From an optimization exercise on the open Yosys and OpenROAD flow, aimed at small area; shortcuts taken in it are not production practice.
RTL that was checked went through simulation tests only; none was proved equivalent to the original.
No activity file was given, so power comes from the tool's default toggle rates.

// zed_debouncer
module zed_debouncer
    # (
        parameter SWITCH_COUNT              = 8,
        parameter BUTTON_COUNT              = 5,
        parameter DEBOUNCE_COUNTER_WIDTH    = 24
    )
    (
        input   logic i_clock,
        input   logic i_reset,
        input   logic [DEBOUNCE_COUNTER_WIDTH-1 : 0] i_switch_debounce_counter,
        input   logic [DEBOUNCE_COUNTER_WIDTH-1 : 0] i_button_debounce_counter,
        input   logic i_sw0,
        input   logic i_sw1,
        input   logic i_sw2,
        input   logic i_sw3,
        input   logic i_sw4,
        input   logic i_sw5,
        input   logic i_sw6,
        input   logic i_sw7,
        input   logic i_btnu,
        input   logic i_btnd,
        input   logic i_btnl,
        input   logic i_btnr,
        input   logic i_btnc,
        output  logic o_sw0,
        output  logic o_sw1,
        output  logic o_sw2,
        output  logic o_sw3,
        output  logic o_sw4,
        output  logic o_sw5,
        output  logic o_sw6,
        output  logic o_sw7,
        output  logic o_btnu,
        output  logic o_btnd,
        output  logic o_btnl,
        output  logic o_btnr,
        output  logic o_btnc
    );
Size in the first run: ~1400 cells after synthesis, roughly 76 I/O pins.
export LEC_CHECK = 0
export CAP_MARGIN = 0
export CORE_MARGIN = 2
export CORE_UTILIZATION = 65
export PLACE_DENSITY = 0.75
export SLEW_MARGIN = 0
export SYNTH_HIERARCHICAL = 1
export BUFFER_PORTS_ARGS = -buffer_cell sky130_fd_sc_hd__buf_1
export CTS_ARGS = -sink_clustering_enable -repair_clock_nets -sink_clustering_size 12 -sink_clustering_max_diameter 40 -buf_list {sky130_fd_sc_hd__clkbuf_4} -dont_use_dummy_load
create_clock -name core_clock -period 5.0 [get_ports {i_clock}]
standard.sh (not shown) runs the stock make flow with config.mk's settings and CLKGATE_MAP_FILE= SYNTH_SCRIPT=/design/flow/synth_recipe.tcl, a recipe that flattens the netlist after the stock synthesis.
==> flow/flow/run.sh <==
#!/bin/bash
# Layout flow: the standard ORFS flow with smaller port buffers and a
# clock tree built without dummy loads. Each tool's output goes to its own
# log file in the work folder.
set -euo pipefail
cat >> config.mk <<'EOC'
export BUFFER_PORTS_ARGS = -buffer_cell sky130_fd_sc_hd__buf_1
export CTS_ARGS = -sink_clustering_enable -repair_clock_nets -sink_clustering_size 12 -sink_clustering_max_diameter 40 -buf_list {sky130_fd_sc_hd__clkbuf_4} -dont_use_dummy_load
EOC
bash standard.sh synth > synth.log 2>&1
bash standard.sh floorplan > floorplan.log 2>&1
bash standard.sh place > place.log 2>&1
bash standard.sh cts > cts.log 2>&1
bash standard.sh route > route.log 2>&1
bash standard.sh finish > finish.log 2>&1
==> next run, changes <==
Settings changed: CAP_MARGIN 0 to 20, CORE_UTILIZATION 65 to 75, PLACE_DENSITY 0.75 to 0.9, SLEW_MARGIN 0 to 20.
Via count went up by a few percent.
Core utilization rose by 10 points.
Routed wire length rose by a little under a tenth.
Sequential power barely changes.
Sequential share of layout area rose by 0.18 points.
Clock power hardly moves.
==> next run, changes <==
--- a/flow/flow/run.sh
+++ b/flow/flow/run.sh
@@ -6,0 +7 @@
+export REMOVE_ABC_BUFFERS = 1
Settings changed: CORE_UTILIZATION 75 to 65, GPL_TIMING_DRIVEN from default to 0, PLACE_DENSITY 0.9 to 0.75, REMOVE_ABC_BUFFERS from default to 1.
Routed wire length fell by 15%.
Via count went down by 7.4%.
Combinational power decreases by 12%.
==> next run, changes <==
--- a/flow/flow/run.sh
+++ b/flow/flow/run.sh
@@ -7 +6,0 @@
-export REMOVE_ABC_BUFFERS = 1
@@ -9 +8 @@
-export CTS_ARGS = -sink_clustering_enable -repair_clock_nets -sink_clustering_size 12 -sink_clustering_max_diameter 40 -buf_list {sky130_fd_sc_hd__clkbuf_4} -dont_use_dummy_load
+export CTS_ARGS = -sink_clustering_enable -repair_clock_nets -sink_clustering_size 12 -sink_clustering_max_diameter 50 -buf_list {sky130_fd_sc_hd__clkbuf_4} -dont_use_dummy_load
Settings changed: CTS_ARGS -sink_clustering_enable -repair_clock_nets -sink_clustering_size 12 -sink_clustering_max_diameter 40 -buf_list {sky130_fd_sc_hd__clkbuf_4} -dont_use_dummy_load to -sink_clustering_enable -repair_clock_nets -sink_clustering_size 12 -sink_clustering_max_diameter 50 -buf_list {sky130_fd_sc_hd__clkbuf_4} -dont_use_dummy_load, GPL_TIMING_DRIVEN 0 to default, REMOVE_ABC_BUFFERS 1 to default.
Outcome:
- The changed run completed without violations
- total power went down by 1.4%
- final cell count hardly moves
- via count is higher by 3.1%
==> next run, changes <==
--- a/flow/flow/run.sh
+++ b/flow/flow/run.sh
@@ -8 +8 @@
-export CTS_ARGS = -sink_clustering_enable -repair_clock_nets -sink_clustering_size 12 -sink_clustering_max_diameter 50 -buf_list {sky130_fd_sc_hd__clkbuf_4} -dont_use_dummy_load
+export CTS_ARGS = -sink_clustering_enable -repair_clock_nets -buf_list {sky130_fd_sc_hd__clkbuf_4} -dont_use_dummy_load
Settings changed: CTS_ARGS -sink_clustering_enable -repair_clock_nets -sink_clustering_size 12 -sink_clustering_max_diameter 50 -buf_list {sky130_fd_sc_hd__clkbuf_4} -dont_use_dummy_load to -sink_clustering_enable -repair_clock_nets -buf_list {sky130_fd_sc_hd__clkbuf_4} -dont_use_dummy_load.
Wire length rises by 2.9%; global-route usage increases by 0.83 points; via count climbs by 2.9%.
==> next run, changes <==
--- a/flow/flow/run.sh
+++ b/flow/flow/run.sh
@@ -8 +8 @@
-export CTS_ARGS = -sink_clustering_enable -repair_clock_nets -buf_list {sky130_fd_sc_hd__clkbuf_4} -dont_use_dummy_load
+export CTS_ARGS = -sink_clustering_enable -repair_clock_nets -sink_clustering_size 12 -sink_clustering_max_diameter 40 -buf_list {sky130_fd_sc_hd__clkbuf_4} -dont_use_dummy_load
Settings changed: CTS_ARGS -sink_clustering_enable -repair_clock_nets -buf_list {sky130_fd_sc_hd__clkbuf_4} -dont_use_dummy_load to -sink_clustering_enable -repair_clock_nets -sink_clustering_size 12 -sink_clustering_max_diameter 40 -buf_list {sky130_fd_sc_hd__clkbuf_4} -dont_use_dummy_load.
Total power came out lower by 9.4%.
Routed wire length came out lower by 2.3%.
Via count came out lower by 2.7%.
Cell area came out lower by 2.2%.
Cell count came out lower by 2.7%.

zed_debouncer, a different RTL version from the one above (not shown whole).
For scale: about 1,500 cells after synthesis, ~380 flip-flops.
Settings: LEC_CHECK=0, CAP_MARGIN=20, CORE_MARGIN=2, CORE_UTILIZATION=65, CTS_BUF_LIST=sky130_fd_sc_hd__clkbuf_8 sky130_fd_sc_hd__clkbuf_16, CTS_CLUSTER_DIAMETER=80, CTS_CLUSTER_SIZE=24, PLACE_DENSITY=0.75, SLEW_MARGIN=20, SYNTH_HIERARCHICAL=1; clock period 5.0 ns.
run.sh (not shown) runs the stock make flow with config.mk's settings and CLKGATE_MAP_FILE= SYNTH_SCRIPT=/design/flow/synth_recipe.tcl, a recipe that flattens the netlist after the stock synthesis.
Stock flow here: none of the scripts above is used.
Edit:
==> flow/flow/run.sh (new file) <==
#!/bin/bash
# Layout flow: the standard ORFS flow with smaller port buffers and a
# clock tree built without dummy loads. Each tool's output goes to its own
# log file in the work folder.
set -euo pipefail
cat >> config.mk <<'EOC'
export BUFFER_PORTS_ARGS = -buffer_cell sky130_fd_sc_hd__buf_1
export CTS_ARGS = -sink_clustering_enable -repair_clock_nets -sink_clustering_size 20 -sink_clustering_max_diameter 60 -buf_list {sky130_fd_sc_hd__clkbuf_8} -dont_use_dummy_load
EOC
bash standard.sh synth > synth.log 2>&1
bash standard.sh floorplan > floorplan.log 2>&1
bash standard.sh place > place.log 2>&1
bash standard.sh cts > cts.log 2>&1
bash standard.sh route > route.log 2>&1
bash standard.sh finish > finish.log 2>&1
==> flow/standard.sh (new file) <==
#!/bin/bash
# synth_recipe.tcl (not shown) runs the flow's synth.tcl, then flattens the netlist and writes it again
# the make line also repeats each setting of config.mk as NAME=value (left out here)
make -C /OpenROAD-flow-scripts/flow DESIGN_CONFIG=/design/flow/config.mk WORK_HOME=/design/flow/orfs CLKGATE_MAP_FILE= SYNTH_SCRIPT=/design/flow/synth_recipe.tcl "${@:-finish}"
Settings changed: BUFFER_PORTS_ARGS from default to -buffer_cell sky130_fd_sc_hd__buf_1, CTS_ARGS from default to -sink_clustering_enable -repair_clock_nets -sink_clustering_size 20 -sink_clustering_max_diameter 60 -buf_list {sky130_fd_sc_hd__clkbuf_8} -dont_use_dummy_load, CTS_BUF_LIST sky130_fd_sc_hd__clkbuf_8 sky130_fd_sc_hd__clkbuf_16 to default, CTS_CLUSTER_DIAMETER 80 to default, CTS_CLUSTER_SIZE 24 to default.
removed: flow/run.sh
After rerunning:
- The changed run completed with no timing, DRC or antenna violations
- routed wire length increases slightly
- flip-flop and latch count does not change
- clock-buffer cell count came out higher by 10
- worst setup slack is worse by 0.023 ns
- sequential power stays flat
- core utilization fell by 2.3 points
- global-route usage came out lower by 0.53 points
Edit:
==> flow/run.sh (new file) <==
#!/bin/bash
# synth_recipe.tcl (not shown) runs the flow's synth.tcl, then flattens the netlist and writes it again
# the make line also repeats each setting of config.mk as NAME=value (left out here)
make -C /OpenROAD-flow-scripts/flow DESIGN_CONFIG=/design/flow/config.mk WORK_HOME=/design/flow/orfs CLKGATE_MAP_FILE= SYNTH_SCRIPT=/design/flow/synth_recipe.tcl finish
Settings changed: BUFFER_PORTS_ARGS -buffer_cell sky130_fd_sc_hd__buf_1 to default, CORE_UTILIZATION 65 to 40, CTS_ARGS -sink_clustering_enable -repair_clock_nets -sink_clustering_size 20 -sink_clustering_max_diameter 60 -buf_list {sky130_fd_sc_hd__clkbuf_8} -dont_use_dummy_load to default, CTS_BUF_LIST from default to sky130_fd_sc_hd__clkbuf_8 sky130_fd_sc_hd__clkbuf_16, CTS_CLUSTER_DIAMETER from default to 60, CTS_CLUSTER_SIZE from default to 20, PLACE_DENSITY 0.75 to default.
removed: flow/flow/run.sh
removed: flow/standard.sh
After rerunning:
- total power increases by about a fifth
- worst setup slack improves by 0.053 ns
- non-clock buffer count stays the same
- sequential cell count does not change
- routed wire length climbs by a few percent
- clock skew came out lower by 0.038 ns
- area after synthesis does not change
- worst hold slack gets better by 0.014 ns
- cell count climbs by roughly a tenth
- sequential power hardly moves
Edit:
Settings changed: CORE_UTILIZATION 40 to 80, CTS_CLUSTER_DIAMETER 60 to 80, CTS_CLUSTER_SIZE 20 to 24, PLACE_DENSITY from default to 0.85.
What happened:
- The new run passed the timing, design-rule and antenna checks
- hold slack improved by 0.014 ns
- global-route usage rose by 15 points
- clock power drops by well over a third
Edit:
Settings changed: CORE_UTILIZATION 80 to 40, CTS_BUF_LIST sky130_fd_sc_hd__clkbuf_8 sky130_fd_sc_hd__clkbuf_16 to default, CTS_CLUSTER_DIAMETER 80 to default, CTS_CLUSTER_SIZE 24 to default, PLACE_DENSITY 0.85 to default, SYNTH_HIERARCHICAL 1 to default.
Cell area went up by 9.3%.
Sequential cell count stays the same.
Worst setup slack degrades by 0.11 ns.
Register-to-register slack degrades by 0.11 ns.
Total power went up by 25%.
Non-clock buffer count went up by 1.
Critical path depth stays the same.
Global-route usage went down by 14 points.
Synthesized area is about the same.
Via count went down by 3.2%.
Maximum frequency went down by 3.2%.
Edit:
==> flow/flow/run.sh (new file) <==
#!/bin/bash
# Layout flow: the standard ORFS flow with smaller port buffers and a
# clock tree built without dummy loads. Each tool's output goes to its own
# log file in the work folder.
set -euo pipefail
cat >> config.mk <<'EOC'
export BUFFER_PORTS_ARGS = -buffer_cell sky130_fd_sc_hd__buf_1
export CTS_ARGS = -sink_clustering_enable -repair_clock_nets -sink_clustering_size 16 -sink_clustering_max_diameter 50 -buf_list {sky130_fd_sc_hd__clkbuf_4 sky130_fd_sc_hd__clkbuf_8} -dont_use_dummy_load
EOC
bash standard.sh synth > synth.log 2>&1
bash standard.sh floorplan > floorplan.log 2>&1
bash standard.sh place > place.log 2>&1
bash standard.sh cts > cts.log 2>&1
bash standard.sh route > route.log 2>&1
bash standard.sh finish > finish.log 2>&1
==> flow/standard.sh (new file) <==
#!/bin/bash
# synth_recipe.tcl (not shown) runs the flow's synth.tcl, then flattens the netlist and writes it again
# the make line also repeats each setting of config.mk as NAME=value (left out here)
make -C /OpenROAD-flow-scripts/flow DESIGN_CONFIG=/design/flow/config.mk WORK_HOME=/design/flow/orfs CLKGATE_MAP_FILE= SYNTH_SCRIPT=/design/flow/synth_recipe.tcl "${@:-finish}"
Settings changed: BUFFER_PORTS_ARGS from default to -buffer_cell sky130_fd_sc_hd__buf_1, CORE_UTILIZATION 40 to 65, CTS_ARGS from default to -sink_clustering_enable -repair_clock_nets -sink_clustering_size 16 -sink_clustering_max_diameter 50 -buf_list {sky130_fd_sc_hd__clkbuf_4 sky130_fd_sc_hd__clkbuf_8} -dont_use_dummy_load, PLACE_DENSITY from default to 0.75, SYNTH_HIERARCHICAL from default to 1.
removed: flow/run.sh
Effect: Clock power goes down by about 50%; die area is lower by 38%; non-clock buffer count does not change; sequential share of layout area climbs by 4.9 points; area after synthesis is about the same; total power went down by 22%; flip-flop and latch count does not change.
No run of this note included a check of the RTL's function; only the layout flow was run.

static timing again, ports no longer ideal:
The flow's constraints put no driver on any port. The routed layouts listed below were extracted and timed again, unchanged, in two steps.
Step 1 sets driving cells, clkbuf_16 on the clock port and buf_2 on the other inputs (assumed; they add their load-dependent delay and slew).
Step 2 times the ports against the registers' clock, not the clock port: input delays grow and output delays shrink by t, the midpoint of the rising clock arrivals with the driver on.
Slacks: ideal ports / drivers / drivers and shift; pairs: ideal ports / drivers.
run	t (ns)	setup slack, ns	worst hold slack (ns)	pins driven straight from the clock port
the first run of note 1	0.676	0.220 / 0.220 / 0.220	0.378 / 0.378 / 0.378	1
the second run of note 1	0.686	0.195 / 0.195 / 0.195	0.381 / 0.361 / 0.402	1
the third run of note 1	0.679	0.203 / 0.203 / 0.203	0.387 / 0.384 / 0.387	1
the fourth run of note 1	0.663	0.209 / 0.209 / 0.209	0.420 / 0.420 / 0.420	1
the fifth run of note 1	0.722	0.180 / 0.180 / 0.180	0.394 / 0.385 / 0.394	1
the sixth run of note 1	0.676	0.220 / 0.220 / 0.220	0.378 / 0.378 / 0.378	1
the first run of note 2	0.567	1.767 / 1.767 / 1.767	0.414 / 0.414 / 0.414	1
the second run of note 2	0.611	1.744 / 1.744 / 1.744	0.388 / 0.388 / 0.388	1
the third run of note 2	0.617	1.796 / 1.796 / 1.796	0.402 / 0.402 / 0.402	1
the fourth run of note 2	0.557	1.686 / 1.686 / 1.686	0.416 / 0.416 / 0.416	1
the fifth run of note 2	0.595	1.576 / 1.577 / 1.577	0.404 / 0.404 / 0.404	1
the sixth run of note 2	0.546	1.760 / 1.760 / 1.760	0.405 / 0.405 / 0.405	1
After both steps every run listed still meets setup and hold.
